Context: an optimization exercise on an open-source flow, tuned for small area and a short achievable clock period. The choices shown serve that exercise and are no tape-out recipe. Where RTL was checked, it was by simulation tests only, not by an equivalence proof against the original. Power figures rest on the tool's default switching activity, not on a simulated workload.

==> inputs of trial 82 <==
Design FLP_multiplier_4, start of the top module:
module FLP_multiplier_4(
    input [31:0] A,
    input [31:0] B,
    input rst,
    input clk,
    output [31:0] result
);
    reg [22:0] a1, b1;
    reg s1;
    reg [7:0] ea1, eb1;
    always @(posedge clk) begin
        a1 <= A[22:0];
        b1 <= B[22:0];
        ea1 <= A[30:23];
        eb1 <= B[30:23];
        s1 <= A[31] ^ B[31];
    end
    wire [7:0] e1 = ea1 + eb1 + 8'd129;
    wire [101:0] z;
    wire zc;
    mul_s1 st1(.a(a1), .b(b1), .z(z), .cout(zc));
    reg [101:0] z2;
    reg c2;
    reg [7:0] e2;
    reg sg2;
    always @(posedge clk) begin
        z2 <= z;
        c2 <= zc;
        e2 <= e1;
        sg2 <= s1;
    end
    wire hi;
    wire [22:0] m;
    mul_s2 st2(.z(z2), .cin(c2), .hi(hi), .m(m));
    wire [7:0] e2i = e2 + 8'd1;
    wire [7:0] e = hi ? e2i : e2;
    reg [31:0] r3;
    always @(posedge clk) r3 <= {sg2, e, m};
    assign result = r3;
endmodule
Settings: LEC_CHECK=0, CAP_MARGIN=20, CORE_MARGIN=2, CORE_UTILIZATION=40, SETUP_SLACK_MARGIN=3.5, SLEW_MARGIN=20; clock period 7.0 ns.
standard.sh (not shown) runs the stock make flow with config.mk's settings and CLKGATE_MAP_FILE= SYNTH_SCRIPT=/design/flow/synth_recipe.tcl, a recipe that flattens the netlist after the stock synthesis.
==> flow/flow/run.sh <==
#!/bin/bash
set -o pipefail
bash standard.sh ADDER_MAP_FILE= "BUFFER_PORTS_ARGS=-buffer_cell sky130_fd_sc_hd__buf_2" finish > flow_make.log 2>&1
==> inputs of build 49, as changes to trial 82 <==
==> flow/flow/run.sh (replaced) <==
#!/bin/bash
set -o pipefail
bash standard.sh ADDER_MAP_FILE= finish > flow_make.log 2>&1
==> flow_summary.toml <==
[clock_tree]
cts_setup_buffers = 26

[sta]
tightest_slew_ns = 0.758

[cells_and_area]
utilization = 0.482
final_cell_count_no_fill = 4254
syn2layout_area_growth_pct = 19.4
fillCellCount = 5983
multi_input_area_share = 0.700

[placement]
placed_cell_area_um2 = 27000
place_ws_ns = 2.68
gp_congestion = 0.839

[power_and_ir_drop]
seq_power_share = 0.119
power_density_nw_per_um2 = 555
p_sw_mw = 8.12
swShare = 0.483

[status]
status = "timing/DRC/antenna clean"

[worst_setup_path]
slowest_delay_ns = 0.47
worst-path-stages = 18

[detailed_routing]
drt-initial-drc-count = 1565
[end of results for build 49]
==> flow_summary.toml <==
[detailed_routing]
wl_met2_mm = 33.8
drt-initial-drc-count = 1599

[status]
status = "timing/DRC/antenna clean"

[worst_setup_path]
arrival_ns = 3.97
worst-path-stages = 12
slowest_delay_ns = 0.60

[cells_and_area]
clock_buffers = 33
multi_input_area_share = 0.717
fillCellCount = 6099
syn2layout_area_growth_pct = 17.1
utilization = 0.473
top_register = "z2"

[power_and_ir_drop]
power_density_nw_per_um2 = 565
swShare = 0.487
p_sw_mw = 8.18
seq_power_share = 0.120

[sta]
tightest_slew_ns = 0.719

[clock_tree]
cts_setup_buffers = 32
hold_buffers = 0

[placement]
place_ws_ns = 2.58

[yosys]
synth_common_cells = "nand2_1 (699), xnor2_1 (667), xor2_1 (373)"

[floorplan]
rows = 92
[end of results for trial 82]
Function was not checked in any run of this note: the RTL went through the layout flow alone.

========
==> job 6350: inputs <==
FLP_multiplier_4, a different RTL version from the one above (not shown whole).
// FLP_multiplier_4
module FLP_multiplier_4(
    input [31:0] A,
    input [31:0] B,
    input rst,
    input clk,
    output [31:0] result
);
    reg [22:0] a1, b1;
    reg [7:0] ea1, eb1;
    reg s1;
    always @(posedge clk) begin
        a1 <= A[22:0];
        b1 <= B[22:0];
        ea1 <= A[30:23];
        eb1 <= B[30:23];
        s1 <= A[31] ^ B[31];
    end
    wire [47:22] ts, tc;
    wire tcin;
    mul_tree tree(.a(a1), .b(b1), .s(ts), .c(tc), .cin(tcin));
    wire [7:0] e1 = ea1 + eb1 - 8'd127;
    reg [47:22] s2, c2;
    reg cin2;
    reg [7:0] e2;
    reg sg2;
    always @(posedge clk) begin
        s2 <= ts;
        c2 <= tc;
        cin2 <= tcin;
        e2 <= e1;
        sg2 <= s1;
    end
    wire [47:22] p = s2 + c2 + cin2;
    wire hi = p[47];
    wire [23:0] inc_hi = p[46:23] + 24'd1;
    wire [23:0] inc_lo = p[45:22] + 24'd1;
    wire [22:0] m = hi ? inc_hi[23:1] : inc_lo[23:1];
    wire [7:0] e = e2 + {7'd0, hi};
    reg [31:0] r3;
    always @(posedge clk) begin
        r3 <= {sg2, e, m};
    end
    assign result = r3;
endmodule
export LEC_CHECK = 0
export ABC_CLOCK_PERIOD_IN_PS = 2500
export CAP_MARGIN = 20
export CORE_MARGIN = 2
export CORE_UTILIZATION = 40
export SETUP_SLACK_MARGIN = 4.5
export SLEW_MARGIN = 20
create_clock -name core_clock -period 7.0 [get_ports {clk}]
run.sh (not shown) runs the stock make flow with config.mk's settings and CLKGATE_MAP_FILE= SYNTH_SCRIPT=/design/flow/synth_recipe.tcl, a recipe that flattens the netlist after the stock synthesis.
Stock flow here: none of the scripts above is used.
==> job 3513 (differences from job 6350) <==
==> flow/flow/run.sh (new file) <==
#!/bin/bash
set -o pipefail
bash standard.sh ADDER_MAP_FILE= finish > flow_make.log 2>&1
==> flow/standard.sh (new file) <==
#!/bin/bash
# synth_recipe.tcl (not shown) runs the flow's synth.tcl, then flattens the netlist and writes it again
# the make line also repeats each setting of config.mk as NAME=value (left out here)
make -C /OpenROAD-flow-scripts/flow DESIGN_CONFIG=/design/flow/config.mk WORK_HOME=/design/flow/orfs CLKGATE_MAP_FILE= SYNTH_SCRIPT=/design/flow/synth_recipe.tcl "${@:-finish}"
removed: flow/run.sh
==> qor summary <==
quantity                                                           job 3513       job 6350
Area of the placeable core                                    0.06002 sq mm  0.05403 sq mm
Total routing resource utilization after global routing              24.91%         23.70%
Final Non-Filler Cells                                                 4110           3163
Run status                                         timing/DRC/antenna clean  timing/DRC/antenna clean
Area taken by multi-input logic gates                         0.02251 sq mm  0.01762 sq mm
Layout clock area frac                                               1.947%         2.193%
Power density over the cells                                  436.3 mW/mm^2  431.3 mW/mm^2
Reg-to-Reg Start                                             a1[13]$_DFF_P_  a1[9]$_DFF_P_
Buffers inserted by post-CTS timing repair                              238            115
Xor/xnor share of the synthesized area                               40.86%         2.163%
Cell with the biggest individual delay on the critical path          xor3_2           fa_2
GR met1 Demand/Resource                                              30.89%         30.13%
Die Wd                                                             249.9 um       238.1 um
Function was not checked in any run of this note: the RTL went through the layout flow alone.

========
==> inputs of run A <==
FLP_multiplier_4, a different RTL version from the one above (not shown whole).
==> module FLP_multiplier_4, before the edit <==
module FLP_multiplier_4(
    input [31:0] A,
    input [31:0] B,
    input rst,
    input clk,
    output [31:0] result
);
    reg [22:0] a1, b1;
    reg s1;
    reg [7:0] ea1, eb1;
    always @(posedge clk) begin
        a1 <= A[22:0];
        b1 <= B[22:0];
        ea1 <= A[30:23];
        eb1 <= B[30:23];
        s1 <= A[31] ^ B[31];
    end
    wire [7:0] e1 = ea1 + eb1 + 8'd129;
    wire [25:0] a3_0 = {2'b01, A[22:0]} + {1'b1, A[22:0], 1'b0};
    reg [25:0] a3_1;
    always @(posedge clk) a3_1 <= a3_0;
    wire [39:0] dg0;
    booth8_enc enc(.b(B[22:0]), .dg(dg0));
    reg [39:0] dg1;
    always @(posedge clk) dg1 <= dg0;
    wire [71:0] z;
    wire zc;
    mul_s1 st1(.a(a1), .a3(a3_1), .dg(dg1), .z(z), .cout(zc));
    reg [71:0] z2;
    reg c2;
    reg [7:0] e2;
    reg sg2;
    always @(posedge clk) begin
        z2 <= z;
        c2 <= zc;
        e2 <= e1;
        sg2 <= s1;
    end
    wire hi;
    wire [22:0] m, ml, mh;
    mul_s2 st2(.z(z2), .cin(c2), .hi(hi), .ml(ml), .mh(mh), .m(m));
    wire [7:0] e2i = e2 + 8'd1;
    reg [22:0] ml3, mh3;
    reg [7:0] e3, e3i;
    reg hi3, sg3;
    always @(posedge clk) begin
        ml3 <= ml;
        mh3 <= mh;
        e3 <= e2;
        e3i <= e2i;
        hi3 <= hi;
        sg3 <= sg2;
    end
    assign result = {sg3, hi3 ? e3i : e3, hi3 ? mh3 : ml3};
endmodule
==> flow/config.mk <==
export PLATFORM = sky130hd
export DESIGN_NAME = FLP_multiplier_4
export DESIGN_NICKNAME = FLP_multiplier_4
export VERILOG_FILES = /design/flow/design.v
export SDC_FILE = /design/flow/constraint.sdc
export NUM_CORES = 4
export LEC_CHECK = 0
export CAP_MARGIN = 20
export CORE_MARGIN = 2
export CORE_UTILIZATION = 40
export SETUP_SLACK_MARGIN = 3.5
export SLEW_MARGIN = 20
export SYNTH_HIERARCHICAL = 1
==> flow/constraint.sdc <==
create_clock -name core_clock -period 7.0 [get_ports {clk}]
set_input_delay 1.4000 -clock core_clock [delete_from_list [all_inputs] [get_ports {clk}]]
set_output_delay 1.4000 -clock core_clock [all_outputs]
set_load 0.01 [all_outputs]
standard.sh (not shown) runs the stock make flow with config.mk's settings and CLKGATE_MAP_FILE= SYNTH_SCRIPT=/design/flow/synth_recipe.tcl, a recipe that flattens the netlist after the stock synthesis.
==> flow/flow/run.sh <==
#!/bin/bash
set -o pipefail
bash standard.sh ADDER_MAP_FILE= "BUFFER_PORTS_ARGS=-buffer_cell sky130_fd_sc_hd__buf_2" finish > flow_make.log 2>&1
==> inputs of run M, as changes to run A <==
--- a/flow/design.v
+++ b/flow/design.v
@@ -1030,15 +1030,14 @@
 );
     reg [22:0] a1, b1;
     reg s1;
-    reg [7:0] ea1, eb1;
+    reg [7:0] e1;
+    wire [7:0] e0 = A[30:23] + B[30:23] + 8'd129;    
     always @(posedge clk) begin
         a1 <= A[22:0];
         b1 <= B[22:0];
-        ea1 <= A[30:23];
-        eb1 <= B[30:23];
+        e1 <= e0;
         s1 <= A[31] ^ B[31];
     end
-    wire [7:0] e1 = ea1 + eb1 + 8'd129;
     wire [25:0] a3_0 = {2'b01, A[22:0]} + {1'b1, A[22:0], 1'b0};
     reg [25:0] a3_1;
     always @(posedge clk) a3_1 <= a3_0;
@@ -1064,15 +1063,15 @@
     mul_s2 st2(.z(z2), .cin(c2), .hi(hi), .ml(ml), .mh(mh), .m(m));
     wire [7:0] e2i = e2 + 8'd1;
     reg [22:0] ml3, mh3;
-    reg [7:0] e3, e3i;
+    reg [7:0] e3;
     reg hi3, sg3;
     always @(posedge clk) begin
         ml3 <= ml;
         mh3 <= mh;
         e3 <= e2;
-        e3i <= e2i;
         hi3 <= hi;
         sg3 <= sg2;
     end
+    wire [7:0] e3i = e3 + 8'd1;
     assign result = {sg3, hi3 ? e3i : e3, hi3 ? mh3 : ml3};
 endmodule
==> flow/flow/run.sh (replaced) <==
#!/bin/bash
set -o pipefail
bash standard.sh SYNTH_ARGS=-noabc "BUFFER_PORTS_ARGS=-buffer_cell sky130_fd_sc_hd__buf_2" finish > flow_make.log 2>&1
Settings changed: CTS_BUF_LIST set to sky130_fd_sc_hd__clkbuf_4 sky130_fd_sc_hd__clkbuf_8, SYNTH_HIERARCHICAL 1 to unset.
==> comparison table <==
| item | run M | run A |
|---|---|---|
| Worst Slack Setup Final | 3.40 ns | 3.63 ns |
| Worst setup path end | z2[25] | z2[39] |
| Flip-flop count of the largest register after layout | 71 | 72 |
| Routed WL | 57.5 mm | 74.9 mm |
| Cell internal power dissipation | 6.52 mW | 7.16 mW |
| Maximum number of pins on one net before global-route repair | 29 | 37 |
| First-pass GRT wire length | 90.0 mm | 116 mm |
| Non-clock buffer count in the final layout | 165 | 160 |
| Data arrival time of the worst path | 4.08 ns | 3.82 ns |
| Global-route usage over all layers | 21.4% | 23.1% |
| Post-Syn Nets | 2,527 | 2,875 |
| DR WL met2 | 26.6 mm | 32.1 mm |
| Transition time at the pin with the least slew margin | 0.667 ns | 0.962 ns |
| Met2 layer usage reported by global route | 35.1% | 36.0% |
| Number of fill cells | 4,786 | 5,859 |
| Worst path max stage delay | 0.63 ns | 0.54 ns |
| Area of the die | 52,500 µm² | 62,200 µm² |
| Clock Buffer Count | 56 | 41 |
| Minimum setup slack after placement | 2.96 ns | 3.24 ns |
| Via count normalized by instance count | 5.79 | 6.04 |
| Result of the run | timing/DRC/antenna clean | timing/DRC/antenna clean |
| Die span in x | 229 µm | 249 µm |
| Sequential cell area in the final layout | 4730 µm² | 5030 µm² |
| Iteration count of the initial detailed-routing pass | 6 | 8 |
| Vert. Die Dim | 229 µm | 249 µm |
| Worst Hold Margin | 0.325 ns | 0.326 ns |

==> what the ideal ports hide <==
In the flow no input, the clock included, has a driving cell. The finished layouts below were timed again as built, in two steps. Step 1 (the two cells are an assumption about what drives the block):
set clk [get_ports {clk}]
set_driving_cell -lib_cell sky130_fd_sc_hd__clkbuf_16 $clk
set_driving_cell -lib_cell sky130_fd_sc_hd__buf_2 [delete_from_list [all_inputs] $clk]
Step 2 times the ports against the registers' clock, not the clock port: input delays grow and output delays shrink by t, the midpoint of the rising clock arrivals with the driver on. Three values: ideal ports, drivers, drivers and shift; two values: the first two.
run | shift t [ns] | setup slack, ns | hold WS [ns] | worst setup path at the end | pins driven straight from the clock port
trial 82 | 0.634 | 3.487 / 3.487 / 3.487 | 0.328 / 0.328 / 0.328 | register to register | 1
build 49 | 0.637 | 3.550 / 3.550 / 3.550 | 0.327 / 0.327 / 0.327 | register to register | 1
job 6350 | 0.530 | 1.999 / 1.999 / 1.999 | 0.327 / 0.327 / 0.327 | register to register | 1
job 3513 | 0.552 | 2.736 / 2.736 / 2.736 | 0.332 / 0.332 / 0.332 | register to register | 1
run A | 0.621 | 3.628 / 3.628 / 3.249 | 0.326 / 0.326 / 0.326 | input to register | 1
run M | 0.659 | 3.401 / 3.401 / 3.075 | 0.325 / 0.325 / 0.325 | input to register | 1
After both steps every run listed still meets setup and hold. For run A, which loses most, drivers alone change the setup slack by 0.000 ns; drivers and shift together by -0.379 ns.
